This is an optimization exercise on Yosys and OpenROAD, whose aim is small area and a short achievable clock period, not a production implementation.
In this exercise RTL edits were held to simulation tests only and were not proved equivalent to the original.
No activity file was given, so power comes from the tool's default toggle rates.

Design pluto_spi_stepper, start of the top module:
module pluto_spi_stepper(clk, SCK, MOSI, MISO, SSEL, nRESET, out_en, LED, dout, din, step, dir, quadA, quadB, quadZ, up, down);
parameter W=10;
parameter F=11;
parameter T=4;
parameter QW=14;
input clk;
input SCK, SSEL, MOSI, nRESET;
output MISO;
output LED;
input [12:0] din;
input quadA;
input quadB;
input quadZ;
output out_en;
output [13:0] dout;
output [2:0] step;
output [2:0] dir;
output up;
output down;
wire rst = ~nRESET;
reg [10:0] pc;
wire [10:0] pc_cy;
assign pc_cy[0] = 1'b1;
genvar k;
generate for (k = 1; k < 11; k = k + 1) begin : g_cy
    assign pc_cy[k] = &pc[k-1:0];
end endgenerate
always @(posedge clk) pc <= rst ? 11'd1 : pc ^ pc_cy;
reg stepcnt, cnt_top;
always @(posedge clk) begin
    stepcnt <= rst | (pc[5:0] == 6'd0);
    cnt_top <= ~rst & (pc == 11'd2047);
end
reg [2:0] SCKr;
always @(posedge clk) SCKr <= rst ? 3'b0 : {SCKr[1:0], SCK};
wire SCK_risingedge = (SCKr[2:1]==2'b01);
wire SCK_fallingedge = (SCKr[2:1]==2'b10);
reg [2:0] SSELr;
always @(posedge clk) SSELr <= rst ? 3'b0 : {SSELr[1:0], SSEL};
wire SSEL_active = ~SSELr[1];
wire SSEL_startmessage = (SSELr[2:1]==2'b10);
reg [2:0] bitcnt;
reg byte_received;
reg [4:0] spibytecnt;
reg [7:0] data_recvd;
reg [7:0] data_sent;
reg [7:0] data_outbuf;
always @(posedge clk) begin
	if(rst) begin
		bitcnt <= 0;
		byte_received <= 0;
		data_sent <= 0;
	end else begin
	if(SSEL_startmessage) begin
		bitcnt <= 3'b000;
	end
	if(SSEL_active) begin
		if(SCK_risingedge) begin
			bitcnt <= bitcnt + 3'b001;
			if(bitcnt==3'b000)
				data_sent <= data_outbuf;
		end
  ...
Size in the first run: roughly 1300 cells after synthesis, about 280 flip-flops, about 46 I/O pins, about 0.013 mm2 of cells after synthesis.
export LEC_CHECK = 0
export CAP_MARGIN = 20
export CORE_MARGIN = 2
export CORE_UTILIZATION = 40
export SLEW_MARGIN = 20
create_clock -name core_clock -period 8.0 [get_ports {clk}]
standard.sh (not shown) runs the stock make flow with config.mk's settings and CLKGATE_MAP_FILE= SYNTH_SCRIPT=/design/flow/synth_recipe.tcl, a recipe that flattens the netlist after the stock synthesis.
==> flow/flow/run.sh <==
#!/bin/bash
# Own layout flow: the standard ORFS flow (same synthesis script and
# register mapping), with
#  - an area-oriented ABC script for the gate mapping (flow/abc_area.script),
#  - plain buffers on the ports instead of the delay cells buffer_ports picks.
# Each tool's output goes to a log file in this folder.
set -euo pipefail
W=$PWD
MARGIN=5.2
# synthesis script: the standard flow's, with abc given our own script
{
  echo "proc abc {args} { set i [lsearch \$args -script]; if {\$i >= 0} { lset args [expr {\$i+1}] $W/flow/abc_area.script }; yosys abc {*}\$args }"
  cat synth_recipe.tcl
} > my_synth.tcl
make -C "$FLOW_HOME" DESIGN_CONFIG=$W/config.mk WORK_HOME=$W/orfs CLKGATE_MAP_FILE= \
  SYNTH_SCRIPT=$W/my_synth.tcl CAP_MARGIN=20 CORE_MARGIN=2 CORE_UTILIZATION=55 SLEW_MARGIN=20 \
  SETUP_SLACK_MARGIN=$MARGIN CTS_CLUSTER_SIZE=22 CTS_CLUSTER_DIAMETER=100 "BUFFER_PORTS_ARGS=-buffer_cell sky130_fd_sc_hd__buf_2" \
  finish > make_finish.log 2>&1
R=$W/orfs/results/$FLOW_PLATFORM/pluto_spi_stepper/base
: # left out here: write the final layout as DEF
==> flow/flow/abc_area.script <==
strash
&get -n
&fraig -x
&put
scorr
dc2
strash
&get -n
&dch -f
&nf -R 20
&put
topo
dnsize -c
The baseline finished clean.
Rerun with:
==> flow/flow/run.sh (replaced) <==
#!/bin/bash
# Own layout flow: the standard ORFS flow (synth_recipe.tcl, the same
# yosys passes and flip-flop mapping, so the registers keep the standard
# synthesis's names and cell types), with these changes:
#  - ABC maps the gates with an area-oriented script (flow/abc_area.script)
#    instead of ORFS's speed script, and yosys's full/half-adder extraction
#    (ADDER_MAP_FILE) is left out so that ABC maps the adders as well;
#  - the port buffers are buf_2 cells rather than the delay cells
#    buffer_ports picks by default;
#  - the clock tree clusters up to 22 sinks per leaf buffer.
# Clock period, SDC, floorplan rules, power grid and the rest are the standard flow's.
# Each tool's output goes to a log file in this folder.
set -euo pipefail
W=$PWD
MARGIN=5.4
# synthesis script: the standard flow's own, with abc given our script
{
  echo "proc abc {args} { set i [lsearch \$args -script]; if {\$i >= 0} { lset args [expr {\$i+1}] $W/flow/abc_area.script }; yosys abc {*}\$args }"
  cat synth_recipe.tcl
} > my_synth.tcl
make -C "$FLOW_HOME" DESIGN_CONFIG=$W/config.mk WORK_HOME=$W/orfs CLKGATE_MAP_FILE= ADDER_MAP_FILE= \
  SYNTH_SCRIPT=$W/my_synth.tcl CAP_MARGIN=20 CORE_MARGIN=2 CORE_UTILIZATION=55 SLEW_MARGIN=20 \
  SETUP_SLACK_MARGIN=$MARGIN CTS_CLUSTER_SIZE=22 CTS_CLUSTER_DIAMETER=100 \
  "BUFFER_PORTS_ARGS=-buffer_cell sky130_fd_sc_hd__buf_2" \
  finish > make_finish.log 2>&1
R=$W/orfs/results/$FLOW_PLATFORM/pluto_spi_stepper/base
: # left out here: write the final layout as DEF
What happened:
- The new run went through all stages and came out clean
- cell area falls by 3.2%
- sequential power hardly moves
- worst setup slack loses 28 ps
- global-route usage rises by 1.0 points
- via count falls by 0.50%
- first-iteration DRC count falls by 6.9%
- combinational power falls by 4.4%
- wire length falls by 0.71%

port drivers added, routing unchanged:
Ports are ideal in the flow. The routed layouts listed here were re-timed in OpenROAD.
Step 1 sets driving cells, clkbuf_16 on the clock port and buf_2 on the other inputs (assumed; they add their load-dependent delay and slew).
Step 2 also shifts input and output timing later by t, the mid clock arrival at the registers, as if the neighbouring blocks saw the same clock.
Slacks: ideal / step 1 / step 2; pairs: ideal / step 1.
run	t, ns	setup WS [ns]	worst setup path after step 2
the first run	0.546	5.300 / 5.250 / 4.888	input to register
the second run	0.546	5.272 / 5.236 / 4.891	input to register
After both steps every run listed still meets setup and hold. The setup slack of the first run, which loses most, moves by -0.050 ns with the drivers and by -0.412 ns with both steps.
